Background: an optimization exercise with open tools, aiming at small area. Do not read the settings as production practice.
Only simulation tests tie the RTL to the original design; equivalence was not proved.
In every run shown here, the design's own scripts or RTL, not TritonCTS, make the clock network.
No driver is modelled on the clock port, so clock power and skew are understated where the tree is cut down; a real chip needs a root buffer or a tree.
Power and IR drop assume default switching activity.

--- flow/run.sh ---
#!/bin/bash
# Layout flow: the standard ORFS flow (standard.sh) with these changes.
#  1. Synthesis is the standard flow's script unchanged, except that the final ABC
#     technology mapping of the combinational logic uses an area-oriented
#     script (flow/abc_area_deep.script), and no full/half-adder cells are
#     extracted before it (ADDER_MAP_FILE empty), so ABC maps the adders with
#     the rest of the logic. Flip-flops are mapped before ABC, so the
#     registers are exactly the standard synthesis's.
#  2. Ports are buffered with sky130_fd_sc_hd__buf_1 (the smallest buffer).
#  3. Clock tree: flow/manual_cts.tcl (sourced as PRE_CTS_TCL) replaces
#     TritonCTS with one level of three clock buffers, each driving a third of
#     the flip-flops; the rest of ORFS's CTS step (placement legalisation,
#     timing repair) runs as usual.
#  4. The constant-0 outputs share one tie cell (SKIP_REPAIR_TIE_FANOUT=1).
# Each tool's output goes to ORFS's own logs under orfs/logs/, and make's
# output to flow_make.log in this folder.
set -euo pipefail
W=$PWD
F=$W/flow
cat > $W/my_synth.tcl <<EOT
# Replace the ABC script in ORFS's abc call; everything else as the standard flow's synthesis.
proc abc {args} {
  set out {}
  set skip 0
  foreach a \$args {
    if {\$skip} { set skip 0; lappend out $F/abc_area_deep.script; continue }
    if {\$a eq "-script"} { set skip 1; lappend out -script; continue }
    lappend out \$a
  }
  yosys abc {*}\$out
}
source $W/synth_recipe.tcl
EOT
bash standard.sh \
  SYNTH_SCRIPT=$W/my_synth.tcl \
  ADDER_MAP_FILE= \
  "BUFFER_PORTS_ARGS=-buffer_cell sky130_fd_sc_hd__buf_1" \
  PRE_CTS_TCL=$F/manual_cts.tcl \
  SKIP_REPAIR_TIE_FANOUT=1 \
  finish > $W/flow_make.log 2>&1
--- flow/abc_area_deep.script ---
strash
&get -n
&deepsyn -T 10 -S 1
&put
&get -n
&dch -f
&nf -a -R 1000
&put
--- flow/manual_cts.tcl ---
proc mcts_split {sinks ngroups} {
  if {$ngroups <= 1 || [llength $sinks] < 2} { return [list $sinks] }
  set xs [lmap s $sinks {lindex $s 1}]
  set ys [lmap s $sinks {lindex $s 2}]
  set dx [expr {[tcl::mathfunc::max {*}$xs] - [tcl::mathfunc::min {*}$xs]}]
  set dy [expr {[tcl::mathfunc::max {*}$ys] - [tcl::mathfunc::min {*}$ys]}]
  set ax [expr {$dx >= $dy ? 1 : 2}]
  set sorted [lsort -real -index $ax $sinks]
  set g1 [expr {$ngroups / 2}]
  set g2 [expr {$ngroups - $g1}]
  set n1 [expr {([llength $sorted] * $g1) / $ngroups}]
  return [concat [mcts_split [lrange $sorted 0 [expr {$n1 - 1}]] $g1] \
                 [mcts_split [lrange $sorted $n1 end] $g2]]
}

proc clock_tree_synthesis {args} {
  set ngroups 3
  set bufname sky130_fd_sc_hd__clkbuf_8
  if {[info exists ::env(MCTS_GROUPS)]} { set ngroups $::env(MCTS_GROUPS) }
  if {[info exists ::env(MCTS_BUF)]} { set bufname $::env(MCTS_BUF) }
  set db [ord::get_db]
  set block [ord::get_db_block]
  set src [lindex [get_property [lindex [all_clocks] 0] sources] 0]
  set clk [[$block findBTerm [get_full_name $src]] getNet]
  set master [$db findMaster $bufname]
  set sinks {}
  foreach it [$clk getITerms] {
    set b [[$it getInst] getBBox]
    lappend sinks [list $it [expr {([$b xMin] + [$b xMax]) / 2.0}] [expr {([$b yMin] + [$b yMax]) / 2.0}]]
  }
  puts "manual CTS: [llength $sinks] sinks, $ngroups buffers of $bufname"
  set g 0
  foreach grp [mcts_split $sinks $ngroups] {
    set buf [odb::dbInst_create $block $master "clkbuf_mcts_$g"]
    set net [odb::dbNet_create $block "clknet_mcts_$g"]
    $net setSigType CLOCK
    set sx 0.0; set sy 0.0
    foreach s $grp {
      lassign $s it x y
      set sx [expr {$sx + $x}]; set sy [expr {$sy + $y}]
      $it disconnect
      $it connect $net
    }
    set k [llength $grp]
    [$buf findITerm A] connect $clk
    [$buf findITerm X] connect $net
    $buf setLocation [expr {int($sx / $k)}] [expr {int($sy / $k)}]
    $buf setPlacementStatus PLACED
    puts "manual CTS: clkbuf_mcts_$g drives $k sinks"
    incr g
  }
  set_propagated_clock [all_clocks]
}
--- standard.sh ---
#!/bin/bash
# synth_recipe.tcl (not shown) runs the flow's synth.tcl, then flattens the netlist and writes it again
# the make line also repeats each setting of config.mk as NAME=value (left out here)
make -C /OpenROAD-flow-scripts/flow DESIGN_CONFIG=/design/flow/config.mk WORK_HOME=/design/flow/orfs CLKGATE_MAP_FILE= SYNTH_SCRIPT=/design/flow/synth_recipe.tcl "${@:-finish}"
--- config.mk ---
export PLATFORM = sky130hd
export DESIGN_NAME = t1b_ultrasonic
export DESIGN_NICKNAME = t1b_ultrasonic
export VERILOG_FILES = /design/flow/design.v
export SDC_FILE = /design/flow/constraint.sdc
export NUM_CORES = 4
export LEC_CHECK = 0
export CAP_MARGIN = 0
export CORE_MARGIN = 2
export CORE_UTILIZATION = 70
export GPL_TIMING_DRIVEN = 0
export PLACE_DENSITY = 0.85
export SLEW_MARGIN = 0
--- constraint.sdc ---
create_clock -name core_clock -period 20.0 [get_ports {clk_50M}]
set_input_delay 4.0000 -clock core_clock [delete_from_list [all_inputs] [get_ports {clk_50M}]]
set_output_delay 4.0000 -clock core_clock [all_outputs]
set_load 0.01 [all_outputs]
--- design.v ---
module t1b_ultrasonic(
    input clk_50M,
    input reset,
    input echo_rx,
    output trig,
    output op,
    output wire [15:0] distance_out
);
localparam IDLE = 3'd0, TRIG = 3'd2, WAIT_ECHO = 3'd3,
           COUNT = 3'd4, SET_OP = 3'd5, GO_NEXT = 3'd6, WAIT_NEXT = 3'd7;
localparam [19:0] CNT_P499_M = 20'h04a64;      
localparam [19:0] CNT_P499_V = 20'h04000;
localparam [19:0] CNT_END = 20'h02180;         
localparam [8:0] H_END_M = 9'h17a;             
localparam [8:0] H_END_V = 9'h02a;
reg [2:0]  state;
reg [19:0] cnt;
reg        op_reg;
reg [11:0] dreg;
reg [5:0]  q_lo;           
reg [11:6] q_hi;
wire [11:0] q = {q_hi, q_lo};
reg [4:0]  g;
reg [8:0]  h;
assign trig = (state == TRIG);
assign op = op_reg;
assign distance_out = {4'b0, dreg};
wire in_idle  = (state == IDLE);
wire in_count = (state == COUNT);
wire cnt_fb = cnt[19] ^ cnt[18] ^ cnt[15] ^ cnt[1] ^ (cnt[18:0] == 19'd0);
wire cnt_end = (cnt == CNT_END);
always @(posedge clk_50M) begin
    cnt <= {cnt[18:0], cnt_fb & ~in_idle};
end
always @(posedge clk_50M or negedge reset) begin
    if (!reset) begin
        state  <= IDLE;
        op_reg <= 1'b0;
        dreg   <= 12'd0;
    end else begin
        case (state)
        IDLE:      if (q[5] & q[4] & q[1] & q[0]) state <= TRIG;    
        TRIG:      if ((cnt & CNT_P499_M) == CNT_P499_V) state <= WAIT_ECHO;
        WAIT_ECHO: if (echo_rx) state <= COUNT;
        COUNT:     if (!echo_rx) begin
                       dreg  <= q;
                       state <= SET_OP;
                   end
        SET_OP:    begin
                       op_reg <= (dreg < 12'd70);
                       state  <= GO_NEXT;
                   end
        GO_NEXT:   state <= WAIT_NEXT;
        WAIT_NEXT: if (cnt_end) state <= IDLE;
        default:   state <= IDLE;
        endcase
    end
end
wire h_end = ((h & H_END_M) == H_END_V);
wire g_last = (g == 5'd16);
wire long_next = g_last || (g == 5'd7);        
wire wrap = (q[11] & q[10] & q[8] & q[7] & q[6] & q[5]) & (g[3] & g[2]) &
            (h[8] & ~h[7] & ~h[0] & h[4]);
wire q_run = in_idle || (in_count && !wrap);
wire q_inc = in_idle || h_end;
always @(posedge clk_50M or negedge reset) begin
    if (!reset)
        q_lo <= 6'd0;
    else
        q_lo <= q_run ? q_lo + {5'd0, q_inc} : 6'd0;
end
always @(posedge clk_50M) begin
    q_hi <= q_run ? q_hi + {5'd0, q_inc && (q_lo == 6'h3f)} : 6'd0;
end
always @(posedge clk_50M) begin
    if (!in_count || wrap) begin
        g <= 5'd0;
        h <= 9'd0;
    end else if (h_end) begin
        g <= g_last ? 5'd0 : g + 5'd1;
        h <= {8'd0, ~long_next};
    end else begin
        h <= {h[7:0], ~(h[8] ^ h[4])};
    end
end
endmodule
==> impl_metrics.py, run 1 <==
metrics = {
    "pwr": {
        "leakagePower_nw": 0.9761,
        "ir_worst_vdd_mv": 0.08172,
        "p_per_area_nw_per_um2": 124.7,
    },
    "layout": {
        "top_register": "cnt",
        "diodes": 0,
        "fin_area_um2": 2305,
        "layout.core_utilization_pct": 76.75,
        "drive_gt1_share_pct": 3.865,
        "largest_reg_flops": 20,
        "syn2layout_area_growth_pct": 6.845,
        "nets": 212,
        "top_regs": "cnt (20), dreg (12), h (9)",
    },
    "synth": {
        "yosys_warnings": 1,
        "synth_top_cell_area_share_pct": 37.12,
        "synth_cell_type_count": 35,
        "synth_edf_count": 0,
        "yosysTopAreaCell": "dfxtp_1",
        "synth_common_cells": "dfxtp_1 (40), dfrtp_1 (22), nor2_1 (17)",
        "syn_area_um2": 2157,
        "ys_dominant_reg_cell": "dfxtp_1",
        "syn_inst": 188,
        "ys_seq_area_share_pct": 62.65,
        "syn_avg_cell_area_um2": 11.47,
        "synth_most_common_cell": "dfxtp_1",
        "yosys-top-cells-area": "dfxtp_1 (37%), dfrtp_1 (26%), mux2_1 (6.3%), nor2_1 (3.0%), and2_0 (2.9%)",
        "synth-seq-cells": 62,
        "async_flop_share_pct": 35.48,
    },
    "route": {
        "drtPass1Iterations": 5,
        "ant_nets": 0,
        "drt_iter0_markers": 40,
        "wl_per_cell_um": 15.69,
        "vias_per_cell": 6.008,
        "dr_total_vias": 1442,
        "routed_wl_um": 3766,
        "drc": 0,
    },
    "timing": {
        "finalSetupTns_ps": 0,
        "max_slew_margin_pct": 26.32,
        "setup_viol": 0,
        "rsz0062_at_grt": "false",
        "final-hold-violation-count": 0,
        "fmax_ghz": 0.1911,
        "setup_slack_ps": 14770,
        "drv_slew": 0,
        "period_share_pct": 26.16,
        "tightest_slew_ps": 1105,
        "min_period_ps": 5232,
        "finClkSkew_ps": 4.090,
    },
    "die": {
        "die-area_um2": 3541,
        "initial_core_util_pct": 71.83,
        "io_pins": 21,
        "die_x_um": 59.51,
        "die_y_um": 59.51,
        "core_um2": 3003,
        "row_count": 20,
    },
    "placed_design": {
        "port_buffers": 16,
        "place_ws_ps": 14550,
        "finalWeightedCongestion": 0.7839,
        "place_area_um2": 2263,
        "hpwl_um": 2848,
    },
    "critical_path": {
        "crit_path_start_kind": "primary input",
        "crit_chain": "buf_1 -> nor3_2 -> mux2_1",
        "cp_max_fo": 13,
        "slowest_delay_ps": 790,
        "cp.arrival_ps": 5290,
        "worst-setup-path-type": "in -> reg",
        "required_ps": 20060,
        "critPathTopFamily": "simple AND/OR/NAND/NOR gates",
        "path_buf_inv": 1,
        "slowest_stage": "nor3_2",
        "end_kind": "flip-flop",
    },
    "cts": {
        "insertion_delay_ps": 170,
        "cts.clk_slew.worst_paths_ps": 110,
        "cts_resized": 0,
        "holdBufCountCts": 0,
        "post_cts_buffers": 0,
    },
    "global_route": {
        "grt_max_degree": 23,
        "antenna_found_initial": 0,
        "track_usage_pct": 22.80,
        "grt_pass1_wl_um": 6313,
        "gr-total-overflow": 0,
        "grt_pass1_vias": 1475,
    },
    "run": {
        "drv_cap": 0,
    },
    "hold_path": {
        "holdCritPathClass": "reg -> reg",
    },
    "status": {
        "outcome": "no timing/DRC/antenna violations",
    },
}
## per-stage QoR
stage | hold slack, ps | instances | power, W
after detailed placement | 340.1 | 237 | 0.0002471
after global placement | 334.6 | 237 | 0.0002400
after floorplan | 331.1 | 188 | 0.0002233
after global routing | 364.9 | 240 | 0.0003039
final | 357.8 | 240 | 0.0002873
after CTS | 359.4 | 240 | 0.0002881
## final cells by class
class / count / area [µm²]
Inverter: 4 / 15.01
Tap cell: 33 / 41.29
Multi-Input combinational cell: 118 / 765.7
Fill cell: 194 / 698.2
Buffer: 7 / 71.32
Sequential cell: 62 / 1351
Timing Repair Buffer: 16 / 60.06
## routing by layer
metal | share of wire, % | GRT usage (%) | routed length, µm | up-vias
li1 | - | - | - | 701
met1 | 42 | 26.78 | 1576 | 689
met2 | 52 | 43.49 | 1950 | 41
met3 | 4.0 | 2.402 | 149 | 11
met4 | 2.4 | 6.349 | 91 | 0
met5 | 0 | 0 | 0 | -
## final timing paths
path | start | endpoint | slack (ps) | depth (start not counted)
worst max-delay path | echo_rx | dreg[1]$_DFFE_PN0P_ | 14770 | 3
worst min-delay path | cnt[11]$_DFF_P_ | cnt[12]$_DFF_P_ | 360 | 0
worst max register to register | g[2]$_SDFFE_PP0P_ | q_hi[6]$_SDFF_PN0_ | 17230 | 6
worst min register to register | cnt[11]$_DFF_P_ | cnt[12]$_DFF_P_ | 360 | 0
max in group asynchronous | reset | dreg[3]$_DFFE_PN0P_ | 15340 | 1
min in group asynchronous | reset | q_lo[5]$_DFF_PN0_ | 4010 | 1
## cells in the final DEF (no fill, tap or decap), types with 3 or more instances in the layout
| cell type | count |
|---|---|
| buf_4 | 4 |
| xnor2_1 | 6 |
| nand3_1 | 4 |
| clkinv_1 | 4 |
| nor4_1 | 5 |
| xor2_1 | 5 |
| mux2_1 | 12 |
| and2_0 | 10 |
| buf_1 | 16 |
| clkbuf_8 | 3 |
| dfxtp_1 | 40 |
| dfrtp_1 | 22 |
| nor2_1 | 17 |
| nor3_1 | 10 |
| nand4_1 | 3 |
| a21oi_1 | 11 |
| nand2_1 | 8 |
| and3_1 | 4 |
## cells by family (layout without fill, tap and decap cells)
| logic type | after synthesis | after routing | synth area share, % |
|---|---|---|---|
| multiplexers | 12 | 12 | 6.265 |
| AO/OA/AOI/OAI | 23 | 23 | 7.077 |
| AND/OR/NAND/NOR | 71 | 71 | 17.29 |
| flip-flops | 62 | 62 | 62.65 |
| XOR/XNOR | 11 | 11 | 4.466 |
| other | 1 | 1 | 0.1738 |
| buffers and inverters | 8 | 27 | 2.088 |
## where the power goes
group	total (W)	switching, W	internal (W)
logic	0.0000699	0.0000412	0.0000287
clock network	0.0000432	0.0000291	0.0000141
registers	0.000174	0.0000226	0.000152
total	0.000287	0.0000929	0.000194
==> run 2, diff against run 1 <==
--- a/flow/run.sh
+++ b/flow/run.sh
@@ -11,7 +11,6 @@
 #     TritonCTS with one level of three clock buffers, each driving a third of
 #     the flip-flops; the rest of ORFS's CTS step (placement legalisation,
 #     timing repair) runs as usual.
-#  4. The constant-0 outputs share one tie cell (SKIP_REPAIR_TIE_FANOUT=1).
 # Each tool's output goes to ORFS's own logs under orfs/logs/, and make's
 # output to flow_make.log in this folder.
 set -euo pipefail
@@ -36,5 +35,4 @@
   ADDER_MAP_FILE= \
   "BUFFER_PORTS_ARGS=-buffer_cell sky130_fd_sc_hd__buf_1" \
   PRE_CTS_TCL=$F/manual_cts.tcl \
-  SKIP_REPAIR_TIE_FANOUT=1 \
   finish > $W/flow_make.log 2>&1
--- a/config.mk
+++ b/config.mk
@@ -5,9 +5,8 @@
 export SDC_FILE = /design/flow/constraint.sdc
 export NUM_CORES = 4
 export LEC_CHECK = 0
-export CAP_MARGIN = 0
+export CAP_MARGIN = 20
 export CORE_MARGIN = 2
 export CORE_UTILIZATION = 70
-export GPL_TIMING_DRIVEN = 0
 export PLACE_DENSITY = 0.85
-export SLEW_MARGIN = 0
+export SLEW_MARGIN = 20
==> run 2 against run 1 <==
  * Sequential share of layout area increased by 0.38 points
  * Highest routed layer unchanged
  * Global-route usage decreased by 2.0 points
  * Utilization decreased by 0.50 points
  * Synthesized cell count unchanged
  * Largest power group unchanged
  * Die area unchanged
  * Via count decreased by 3.5%
==> impl_metrics.py, run 2 <==
metrics = {
    "critical_path": {
        "reg2regPathDepth": 6,
        "regToRegSetupSlack_ps": 17350,
        "reg2reg_to": "q_hi[10]$_SDFF_PN0_",
        "slowest_delay_ps": 500,
        "end_kind": "primary output",
        "slowest_stage": "dfrtp_1",
        "r2r_start": "g[2]$_SDFFE_PP0P_",
        "cp.arrival_ps": 1110,
        "required_ps": 16000,
        "cp_max_fo": 9,
        "crit_chain": "nor3b_1 -> buf_1",
        "worst-setup-path-type": "reg -> out",
        "crit_path_start_kind": "flip-flop",
    },
    "global_route": {
        "grt_use_met1_pct": 30.16,
        "track_usage_pct": 20.82,
        "use_met2_pct": 35.95,
        "antenna_found_initial": 0,
        "grt_pass1_vias": 1314,
        "gr-total-overflow": 0,
        "busiest_layer": "met2",
        "use_met3_pct": 1.310,
        "grt_pass1_wl_um": 5858,
        "grt_max_degree": 23,
    },
    "pwr": {
        "p_int_w": 0.0001945,
        "p_sw_share_pct": 31.83,
        "p_switching_w": 0.00009083,
        "power_frac_seq_pct": 60.8,
        "p_per_area_nw_per_um2": 124.6,
        "ir_worst_vdd_mv": 0.08239,
        "combPwrFrac_pct": 24.2,
        "total_power_w": 0.0002854,
        "leakagePower_nw": 0.9703,
        "p_clk_share_pct": 14.9,
    },
    "route": {
        "drt_iter0_markers": 26,
        "wl_per_cell_um": 14.53,
        "drc": 0,
        "drtPass1Iterations": 4,
        "ant_nets": 0,
        "dr_total_vias": 1392,
        "routed_wl_um": 3487,
        "vias_per_cell": 5.800,
    },
    "layout": {
        "largest_reg_flops": 20,
        "top_register": "cnt",
        "nets": 212,
        "top_regs": "cnt (20), dreg (12), h (9)",
        "final_common_cell": "dfxtp_1",
        "fillers": 215,
        "diodes": 0,
        "syn2layout_area_growth_pct": 6.149,
        "final_cell_mix": "dfxtp_1 (40), dfrtp_1 (22), nor2_1 (17), buf_1 (15), mux2_1 (12)",
        "drive_gt1_share_pct": 2.415,
        "fin_area_um2": 2290,
    },
    "cts": {
        "insertion_delay_ps": 170,
        "cts.clk_slew.worst_paths_ps": 110,
        "post_cts_buffers": 0,
        "holdBufCountCts": 0,
        "cts_resized": 0,
    },
    "placed_design": {
        "finalWeightedCongestion": 0.7899,
        "port_buffers": 16,
        "hpwl_um": 2601,
        "place_ws_ps": 15000,
        "place_area_um2": 2247,
    },
    "synth": {
        "yosysTopAreaCell": "dfxtp_1",
        "synth_top_cell_area_share_pct": 37.12,
        "yosys-top-cells-area": "dfxtp_1 (37%), dfrtp_1 (26%), mux2_1 (6.3%), nor2_1 (3.0%), and2_0 (2.9%)",
        "synthMuxAreaShare_pct": 6.265,
        "synthXorXnorAreaFrac_pct": 4.466,
        "yosys_warnings": 1,
        "synthAdderAreaFrac_pct": 0,
        "synth_common_cells": "dfxtp_1 (40), dfrtp_1 (22), nor2_1 (17)",
        "synth_cell_type_count": 35,
        "synth_compound_area_share_pct": 7.077,
        "ys_seq_area_share_pct": 62.65,
        "synth_top_family_by_area": "simple AND/OR/NAND/NOR gates",
        "synth_most_common_cell": "dfxtp_1",
        "yosys.area_share.simple_pct": 17.29,
        "synth_edf_count": 0,
        "syn_inst": 188,
        "ys_dominant_reg_cell": "dfxtp_1",
        "syn_area_um2": 2157,
        "syn_avg_cell_area_um2": 11.47,
        "synth-seq-cells": 62,
        "async_flop_share_pct": 35.48,
    },
    "hold_path": {
        "holdCritPathClass": "reg -> reg",
        "min_to": "cnt[5]$_DFF_P_",
        "hold-path-cell-count": 0,
        "hp-start": "cnt[4]$_DFF_P_",
    },
    "timing": {
        "finalSetupTns_ps": 0,
        "max_slew_margin_pct": 48.13,
        "period_share_pct": 25.53,
        "tightest_slew_ps": 776.4,
        "rsz0062_at_grt": "false",
        "drv_slew": 0,
        "whs_ps": 358.9,
        "min_period_ps": 5105,
        "fmax_ghz": 0.1959,
        "setup_viol": 0,
        "setup_slack_ps": 14890,
        "final-hold-violation-count": 0,
        "finClkSkew_ps": 6.694,
    },
    "die": {
        "core_um2": 3003,
        "die_y_um": 59.51,
        "row_count": 20,
        "die_x_um": 59.51,
        "die-area_um2": 3541,
        "io_pins": 21,
        "initial_core_util_pct": 71.83,
    },
    "status": {
        "outcome": "no timing/DRC/antenna violations",
    },
    "run": {
        "drv_cap": 0,
    },
}
-- run 2: cell counts after synthesis --
Identical to the previous run, type by type.
-- run 2: cells by family (layout without fill, tap and decap cells) --
| logic type | after synthesis | in the layout |
|---|---|---|
| and+or+nand+nor | 71 | 71 |
| DFF | 62 | 62 |
| AOI/OAI and AO/OA | 23 | 23 |
| muxes | 12 | 12 |
| xor gates and xnor gates | 11 | 11 |
| buffers and inverters | 8 | 24 |
| other | 1 | 4 |
-- run 2: routing by layer --
metal  share of wire, %  routed length (µm)
met1                 48                1663
met2                 48                1691
met3                2.7                  93
met4                1.1                  39
met5                  0                   0
-- run 2: critical path, delay by kind of cell (launching register included) --
kind	cells	cell delay, ps
simple gates	1	270
buf+inv	1	180
flops	1	500
-- run 2: stage by stage --
step	utilization [%]	std cells
3_5_place_dp	74.83	237
5_1_grt	76.25	240
2_1_floorplan	-	191
4_1_cts	76.21	240
6_report	76.25	240
3_3_place_gp	74.83	237
-- run 2: cell type report --
| class | instances | area (µm²) | area share [%] |
|---|---|---|---|
| multi-input combinational | 121 | 772.0 | 33.72 |
| inverter | 4 | 15.01 | 0.6557 |
| timing repair buffer | 17 | 68.82 | 3.005 |
| tap | 33 | 41.29 | 1.803 |
| sequential | 62 | 1351 | 59.02 |
| buffer | 3 | 41.29 | 1.803 |
-- run 2: worst max-delay path by stage --
stage / start / end
6_report: state[2]$_DFFE_PN0P_ / trig
5_1_grt: state[1]$_DFFE_PN0P_ / trig
4_1_cts: state[2]$_DFFE_PN0P_ / trig
3_5_place_dp: echo_rx / dreg[3]$_DFFE_PN0P_
3_3_place_gp: echo_rx / dreg[11]$_DFFE_PN0P_
2_1_floorplan: echo_rx / dreg[4]$_DFFE_PN0P_
-- run 2: power by group through the flow --
stage               clock [W]  sequential, W  combinational, W
floorplan                   0       0.000171         0.0000518
global placement            0       0.000174         0.0000671
detailed placement          0       0.000176         0.0000699
CTS                 0.0000429       0.000173         0.0000699
global route        0.0000480       0.000178         0.0000777
finish              0.0000427       0.000174         0.0000691
==> run 3, diff against run 2 <==
--- a/design.v
+++ b/design.v
@@ -6,8 +6,7 @@
     output op,
     output wire [15:0] distance_out
 );
-localparam IDLE = 3'd0, TRIG = 3'd2, WAIT_ECHO = 3'd3,
-           COUNT = 3'd4, SET_OP = 3'd5, GO_NEXT = 3'd6, WAIT_NEXT = 3'd7;
+localparam IDLE = 3'd7, TRIG = 3'd1, WAIT_ECHO = 3'd2, COUNT = 3'd0, SET_OP = 3'd3, GO_NEXT = 3'd4, WAIT_NEXT = 3'd6;
 localparam [19:0] CNT_P499_M = 20'h04a64;      
 localparam [19:0] CNT_P499_V = 20'h04000;
 localparam [19:0] CNT_END = 20'h02180;         
@@ -73,14 +72,17 @@
     q_hi <= q_run ? q_hi + {5'd0, q_inc && (q_lo == 6'h3f)} : 6'd0;
 end
 always @(posedge clk_50M) begin
-    if (!in_count || wrap) begin
+    if (!in_count || wrap)
         g <= 5'd0;
-        h <= 9'd0;
-    end else if (h_end) begin
+    else if (h_end)
         g <= g_last ? 5'd0 : g + 5'd1;
-        h <= {8'd0, ~long_next};
-    end else begin
-        h <= {h[7:0], ~(h[8] ^ h[4])};
-    end
+end
+wire h_fb = ~(h[8] ^ h[4]);
+wire h_restart = wrap || h_end;
+always @(posedge clk_50M) begin
+    h[8]   <= h[7];
+    h[7:2] <= h[6:1] & ~({6{h_restart}} & 6'b111111);
+    h[1]   <= h[0];
+    h[0]   <= in_count && (h_restart ? (h_end && !wrap && !long_next) : h_fb);
 end
 endmodule
==> config.mk (replaced) <==
export PLATFORM = sky130hd
export DESIGN_NAME = t1b_ultrasonic
export DESIGN_NICKNAME = t1b_ultrasonic
export VERILOG_FILES = /design/flow/design.v
export SDC_FILE = /design/flow/constraint.sdc
export NUM_CORES = 4
export LEC_CHECK = 0
export CAP_MARGIN = 0
export CORE_AREA = 2.3 2.72 57.5 57.12
export DIE_AREA = 0 0 59.51 59.51
export GPL_TIMING_DRIVEN = 0
export PLACE_DENSITY = 0.85
export SLEW_MARGIN = 0
==> run 3 against run 2 <==
  * Via count fell by 0.57%
  * Sequential power fell by 29%
  * First-iteration DRC count rose by 88%
  * Sequential share of layout area rose by 0.75 points
  * Area after synthesis fell by 2.7%
  * Die area did not move
  * Still clean on timing, DRC and antenna
  * Clock power barely moved
  * Cell area fell by 0.98%
  * Critical path depth did not move
  * Final cell count fell by 1.7%
  * Sequential cell count did not move
==> impl_metrics.py, run 3 <==
metrics = {
    "status": {
        "outcome": "no timing/DRC/antenna violations",
    },
    "route": {
        "drc": 0,
        "drt_iter0_markers": 49,
        "ant_nets": 0,
        "routed_wl_um": 3595,
        "drtPass1Iterations": 4,
        "vias_per_cell": 5.864,
        "dr_total_vias": 1384,
        "wl_per_cell_um": 15.23,
    },
    "placed_design": {
        "place_area_um2": 2226,
        "hpwl_um": 2674,
        "port_buffers": 16,
        "finalWeightedCongestion": 0.7487,
    },
    "synth": {
        "yosys_warnings": 1,
        "synth-seq-cells": 62,
        "yosysTopAreaCell": "dfxtp_1",
        "syn_area_um2": 2100,
        "synth_edf_count": 0,
        "synth_cell_type_count": 29,
        "ys_seq_area_share_pct": 64.54,
        "synth_most_common_cell": "dfxtp_1",
        "syn_inst": 180,
        "syn_avg_cell_area_um2": 11.66,
        "ys_dominant_reg_cell": "dfxtp_1",
        "yosys-top-cells-area": "dfxtp_1 (38%), dfrtp_1 (23%), mux2_1 (6.4%), dfstp_2 (3.8%), nor3_1 (3.6%)",
        "synth_top_cell_area_share_pct": 38.14,
        "synth_common_cells": "dfxtp_1 (40), dfrtp_1 (19), nor3_1 (15)",
        "async_flop_share_pct": 35.48,
    },
    "layout": {
        "multiInputGateArea_um2": 732.0,
        "final_common_cell": "dfxtp_1",
        "seq_area_um2": 1355,
        "drive_gt1_share_pct": 5.911,
        "syn2layout_area_growth_pct": 7.985,
        "diodes": 0,
        "top_register": "cnt",
        "largest_reg_flops": 20,
        "nets": 208,
        "top_regs": "cnt (20), dreg (12), h (9)",
        "fillers": 215,
        "final_cell_mix": "dfxtp_1 (40), dfrtp_1 (19), buf_1 (16), nor3_1 (15), a21oi_1 (14)",
        "fin_area_um2": 2267,
    },
    "global_route": {
        "grt_pass1_vias": 1325,
        "grt_pass1_wl_um": 5892,
        "grt_max_degree": 23,
        "track_usage_pct": 20.83,
        "gr-total-overflow": 0,
        "antenna_found_initial": 0,
    },
    "critical_path": {
        "end_kind": "primary output",
        "required_ps": 16000,
        "cp_max_fo": 9,
        "worst-setup-path-type": "reg -> out",
        "cp.arrival_ps": 1230,
        "crit_path_start_kind": "flip-flop",
    },
    "timing": {
        "drv_slew": 0,
        "period_share_pct": 26.14,
        "max_slew_margin_pct": 25.47,
        "tightest_slew_ps": 1118,
        "finClkSkew_ps": 7.460,
        "final-hold-violation-count": 0,
        "fmax_ghz": 0.1913,
        "rsz0062_at_grt": "false",
        "setup_viol": 0,
        "finalSetupTns_ps": 0,
        "min_period_ps": 5228,
    },
    "cts": {
        "insertion_delay_ps": 170,
        "cts.clk_slew.worst_paths_ps": 110,
        "cts_resized": 0,
        "post_cts_buffers": 0,
        "holdBufCountCts": 0,
    },
    "run": {
        "drv_cap": 0,
    },
    "die": {
        "core_um2": 3003,
        "die_y_um": 59.51,
        "initial_core_util_pct": 69.92,
        "die_x_um": 59.51,
        "row_count": 20,
        "io_pins": 21,
        "die-area_um2": 3541,
    },
    "pwr": {
        "p_per_area_nw_per_um2": 74.35,
        "ir_worst_vdd_mv": 0.06768,
        "leakagePower_nw": 0.9431,
    },
    "hold_path": {
        "holdCritPathClass": "reg -> reg",
    },
}
run 3: cell count changes after synthesis, sizes merged, moves of 4 or more:
cell    previous run  this run
o21ai              2         7
and2              10         6
nor2              17         9
clkinv             4         0
nor3              11        15
run 3: per-layer routing:
layer	track usage [%]	share of wire, %
met2	37.05	50
met5	0	0
met4	4.127	1.1
met3	1.528	2.8
met1	28.06	46
run 3: stage by stage:
stage | setup WS (ps) | total power [W] | hold WS [ps] | std cells | util, %
floorplan | 14250 | 0.0001278 | 323.0 | 183 | -
global placement | 13770 | 0.0001287 | 329.8 | 232 | 73.67
CTS | 14770 | 0.0001692 | 359.7 | 236 | 75.50
finish | 14770 | 0.0001686 | 358.0 | 236 | 75.50
detailed placement | 14790 | 0.0001288 | 340.9 | 233 | 74.13
global route | 14720 | 0.0001730 | 367.6 | 236 | 75.50
run 3: path summary, 6_finish.rpt:
path,startpoint,endpoint,slack (ps),cells after the start
worst max register to register,h[6]$_DFF_P_,q_hi[11]$_SDFF_PN0_,16950,10
worst min-delay path,cnt[5]$_DFF_P_,cnt[6]$_DFF_P_,360,0
max in group asynchronous,reset,dreg[10]$_DFFE_PN0P_,15330,1
worst min register to register,cnt[5]$_DFF_P_,cnt[6]$_DFF_P_,360,0
worst max-delay path,state[0]$_DFFE_PN1P_,trig,14770,2
min in group asynchronous,reset,dreg[0]$_DFFE_PN0P_,4010,1
run 3: layout make-up:
cell class | count | area share (%)
multi-input combinational | 117 | 32.28
timing repair buffer | 17 | 2.980
sequential | 62 | 59.77
buffer | 7 | 3.146
tap | 33 | 1.821
run 3: cells by family (layout without fill, tap and decap cells):
group / count (synthesis) / count (layout) / synth area share, %
and+or+nand+nor: 66 / 66 / 16.87
AOI/OAI and AO/OA: 30 / 30 / 8.463
other: 1 / 4 / 0.1786
buffers and inverters: 4 / 24 / 1.430
xor gates and xnor gates: 5 / 5 / 2.086
muxes: 12 / 12 / 6.436
DFF: 62 / 62 / 64.54
run 3: worst max-delay path, stage by stage (launching register included):
cell and delay [ps]:
dfstp_2 630, nor3b_1 250, buf_1 190
run 3: report_power, final:
part	total, W	internal [W]	switching, W
Sequential	0.000124	0.000124	0
Clock	0.0000425	0.0000140	0.0000284
Combinational	0.00000200	0.000000636	0.00000136
Total	0.000169	0.000139	0.0000298
==> run 4, diff against run 3 <==
--- a/flow/run.sh
+++ b/flow/run.sh
@@ -11,6 +11,9 @@
 #     TritonCTS with one level of three clock buffers, each driving a third of
 #     the flip-flops; the rest of ORFS's CTS step (placement legalisation,
 #     timing repair) runs as usual.
+#  4. Buffers from synthesis are removed at floorplan (REMOVE_ABC_BUFFERS=1,
+#     as timing-driven global placement would), and the constant-0 outputs
+#     share one tie cell (SKIP_REPAIR_TIE_FANOUT=1).
 # Each tool's output goes to ORFS's own logs under orfs/logs/, and make's
 # output to flow_make.log in this folder.
 set -euo pipefail
@@ -35,4 +38,6 @@
   ADDER_MAP_FILE= \
   "BUFFER_PORTS_ARGS=-buffer_cell sky130_fd_sc_hd__buf_1" \
   PRE_CTS_TCL=$F/manual_cts.tcl \
+  REMOVE_ABC_BUFFERS=1 \
+  SKIP_REPAIR_TIE_FANOUT=1 \
   finish > $W/flow_make.log 2>&1
==> run 4 against run 3 <==
  * Clock power grew 1%
  * Utilization shrank 1.4 points
  * Sequential share of layout area grew 1.1 points
  * Sequential power is essentially flat
  * Synthesized cell count is the same
  * Hold slack lost 2.6 ps
  * Area after synthesis is the same
  * Global-route usage shrank 0.32 points
  * First-iteration DRC count shrank 14%
  * Cell area shrank 1.8%
  * Critical path depth is the same
  * Via count shrank 0.72%
==> impl_metrics.py, run 4 <==
metrics = {
    "placed_design": {
        "finalWeightedCongestion": 0.7793,
        "hpwl_um": 2584,
        "port_buffers": 16,
        "dpl.cell_count": 226,
        "place_area_um2": 2185,
    },
    "timing": {
        "finalSetupTns_ps": 0,
        "min_period_ps": 5195,
        "period_share_pct": 25.97,
        "tightest_slew_ps": 1105,
        "setup_viol": 0,
        "drv_slew": 0,
        "final-hold-violation-count": 0,
        "max_slew_margin_pct": 26.34,
        "fmax_ghz": 0.1925,
        "rsz0062_at_grt": "false",
        "finClkSkew_ps": 11.60,
    },
    "die": {
        "core_um2": 3003,
        "die_y_um": 59.51,
        "io_pins": 21,
        "die_x_um": 59.51,
        "die-area_um2": 3541,
        "row_count": 20,
        "initial_core_util_pct": 69.92,
    },
    "synth": {
        "synth_most_common_cell": "dfxtp_1",
        "synth-seq-cells": 62,
        "synth_common_cells": "dfxtp_1 (40), dfrtp_1 (19), nor3_1 (15)",
        "ys_dominant_reg_cell": "dfxtp_1",
        "synth_cell_type_count": 29,
        "synth_top_cell_area_share_pct": 38.14,
        "async_flop_share_pct": 35.48,
        "syn_avg_cell_area_um2": 11.66,
        "syn_area_um2": 2100,
        "synth_edf_count": 0,
        "yosys_warnings": 1,
        "ys_seq_area_share_pct": 64.54,
        "yosys-top-cells-area": "dfxtp_1 (38%), dfrtp_1 (23%), mux2_1 (6.4%), dfstp_2 (3.8%), nor3_1 (3.6%)",
        "syn_inst": 180,
        "yosysTopAreaCell": "dfxtp_1",
    },
    "layout": {
        "drive_gt1_share_pct": 4.082,
        "layoutNonFillerInstCount": 229,
        "top_regs": "cnt (20), dreg (12), h (9)",
        "diodes": 0,
        "nets": 201,
        "final_cell_mix": "dfxtp_1 (40), dfrtp_1 (19), buf_1 (16), nor3_1 (15), a21oi_1 (14)",
        "syn2layout_area_growth_pct": 6.019,
        "final_common_cell": "dfxtp_1",
        "fin_area_um2": 2226,
        "layout.core_utilization_pct": 74.13,
        "top_register": "cnt",
        "largest_reg_flops": 20,
    },
    "pwr": {
        "total_power_w": 0.0001685,
        "ir_worst_vdd_mv": 0.08268,
        "leakagePower_nw": 0.9115,
        "p_per_area_nw_per_um2": 75.72,
    },
    "critical_path": {
        "cp_max_fo": 9,
        "crit_path_start_kind": "flip-flop",
        "worst-setup-path-type": "reg -> out",
        "r2r_start": "h[6]$_DFF_P_",
        "end_kind": "primary output",
        "setup.worst_path.start": "state[0]$_DFFE_PN1P_",
        "required_ps": 16000,
        "cp.arrival_ps": 1190,
    },
    "route": {
        "ant_nets": 0,
        "routed_wl_um": 3448,
        "vias_per_cell": 6.000,
        "drc": 0,
        "dr_total_vias": 1374,
        "drt_iter0_markers": 42,
        "drtPass1Iterations": 4,
        "wl_per_cell_um": 15.06,
    },
    "hold_path": {
        "holdCritPathClass": "reg -> reg",
        "hp-start": "cnt[9]$_DFF_P_",
    },
    "cts": {
        "cts.clk_slew.worst_paths_ps": 120,
        "holdBufCountCts": 0,
        "cts_resized": 0,
        "post_cts_buffers": 0,
        "insertion_delay_ps": 170,
    },
    "global_route": {
        "track_usage_pct": 20.51,
        "grt_pass1_vias": 1334,
        "grt_max_degree": 23,
        "antenna_found_initial": 0,
        "grt_pass1_wl_um": 5747,
        "gr-total-overflow": 0,
    },
    "run": {
        "drv_cap": 0,
    },
    "status": {
        "outcome": "no timing/DRC/antenna violations",
    },
}
-- run 4: cell counts after synthesis --
Identical to the previous run, type by type.
-- run 4: metrics by stage --
step / setup WS [ps] / hold slack (ps)
after floorplan: 14250 / 323.0
after global placement: 13690 / 329.4
after detailed placement: 14720 / 338.1
after CTS: 14800 / 358.2
after global routing: 14670 / 365.5
final: 14810 / 355.5
-- run 4: area by class of cell --
class | count | area [µm²]
multi-input combinational | 114 | 720.7
fill | 217 | 777.0
sequential | 62 | 1355
buffer | 3 | 41.29
tap | 33 | 41.29
timing repair buffer | 17 | 67.56
-- run 4: cell families after synthesis --
group,Yosys count,synth area share (%)
buffers and inverters,4,1.430
multiplexers,12,6.436
AO/OA/AOI/OAI,30,8.463
XOR/XNOR,5,2.086
other,1,0.1786
flip-flops,62,64.54
AND/OR/NAND/NOR,66,16.87
-- run 4: worst paths after layout --
kind	slack, ps	cells past startpoint	to
setup / recovery	14810	2	trig
setup reg to reg	17010	10	q_hi[11]$_SDFF_PN0_
min in group asynchronous	4000	1	dreg[6]$_DFFE_PN0P_
hold / removal	360	0	cnt[10]$_DFF_P_
hold reg to reg	360	0	cnt[10]$_DFF_P_
max in group asynchronous	15340	1	dreg[11]$_DFFE_PN0P_
-- run 4: worst max-delay path: stages (launching register included) --
cell	delay [ps]
dfstp_2	630
nor3b_1	200
buf_1	200
-- run 4: routing by layer --
| layer | GRT usage (%) | share of wire [%] | wire [µm] | vias up |
|---|---|---|---|---|
| li1 | - | - | - | 679 |
| met1 | 25.68 | 44 | 1533 | 659 |
| met2 | 37.36 | 50 | 1739 | 29 |
| met3 | 1.965 | 3.5 | 119 | 7 |
| met4 | 6.032 | 1.6 | 55 | 0 |
| met5 | 0 | 0 | 0 | - |
-- run 4: power by group --
| part | switching, W | internal, W |
|---|---|---|
| Combinational | 0.00000125 | 0.000000134 |
| Sequential | 0 | 0.000124 |
| Clock | 0.0000290 | 0.0000141 |
| Total | 0.0000302 | 0.000138 |

-- re-timing with driven ports --
The flow's constraints put no driver on any port. The routed layouts listed below were extracted and timed again, unchanged, in two steps. Step 1 (the two cells are an assumption about what drives the block):
set clk [get_ports {clk_50M}]
set_driving_cell -lib_cell sky130_fd_sc_hd__clkbuf_16 $clk
set_driving_cell -lib_cell sky130_fd_sc_hd__buf_2 [delete_from_list [all_inputs] $clk]
Step 2, shift: input delay + t, output delay - t, t = (earliest + latest rising clock arrival at the registers) / 2. This alone moves slack from input paths to output paths. Three values: no drivers, after step 1, after step 2; two values: the first two.
| run | t (ns) | setup WS [ns] | worst setup path after step 2 | clock arrival spread, ns |
|---|---|---|---|---|
| run 1 | 0.212 | 14.768 / 14.794 / 14.582 | input to register | 0.005 / 0.004 |
| run 2 | 0.215 | 14.895 / 14.846 / 15.015 | input to register | 0.007 / 0.006 |
| run 3 | 0.209 | 14.772 / 14.727 / 14.825 | input to register | 0.008 / 0.007 |
| run 4 | 0.209 | 14.805 / 14.763 / 14.750 | input to register | 0.012 / 0.012 |
After both steps every run listed still meets setup and hold. For run 1, which loses most, drivers alone change the setup slack by +0.026 ns; drivers and shift together by -0.186 ns.
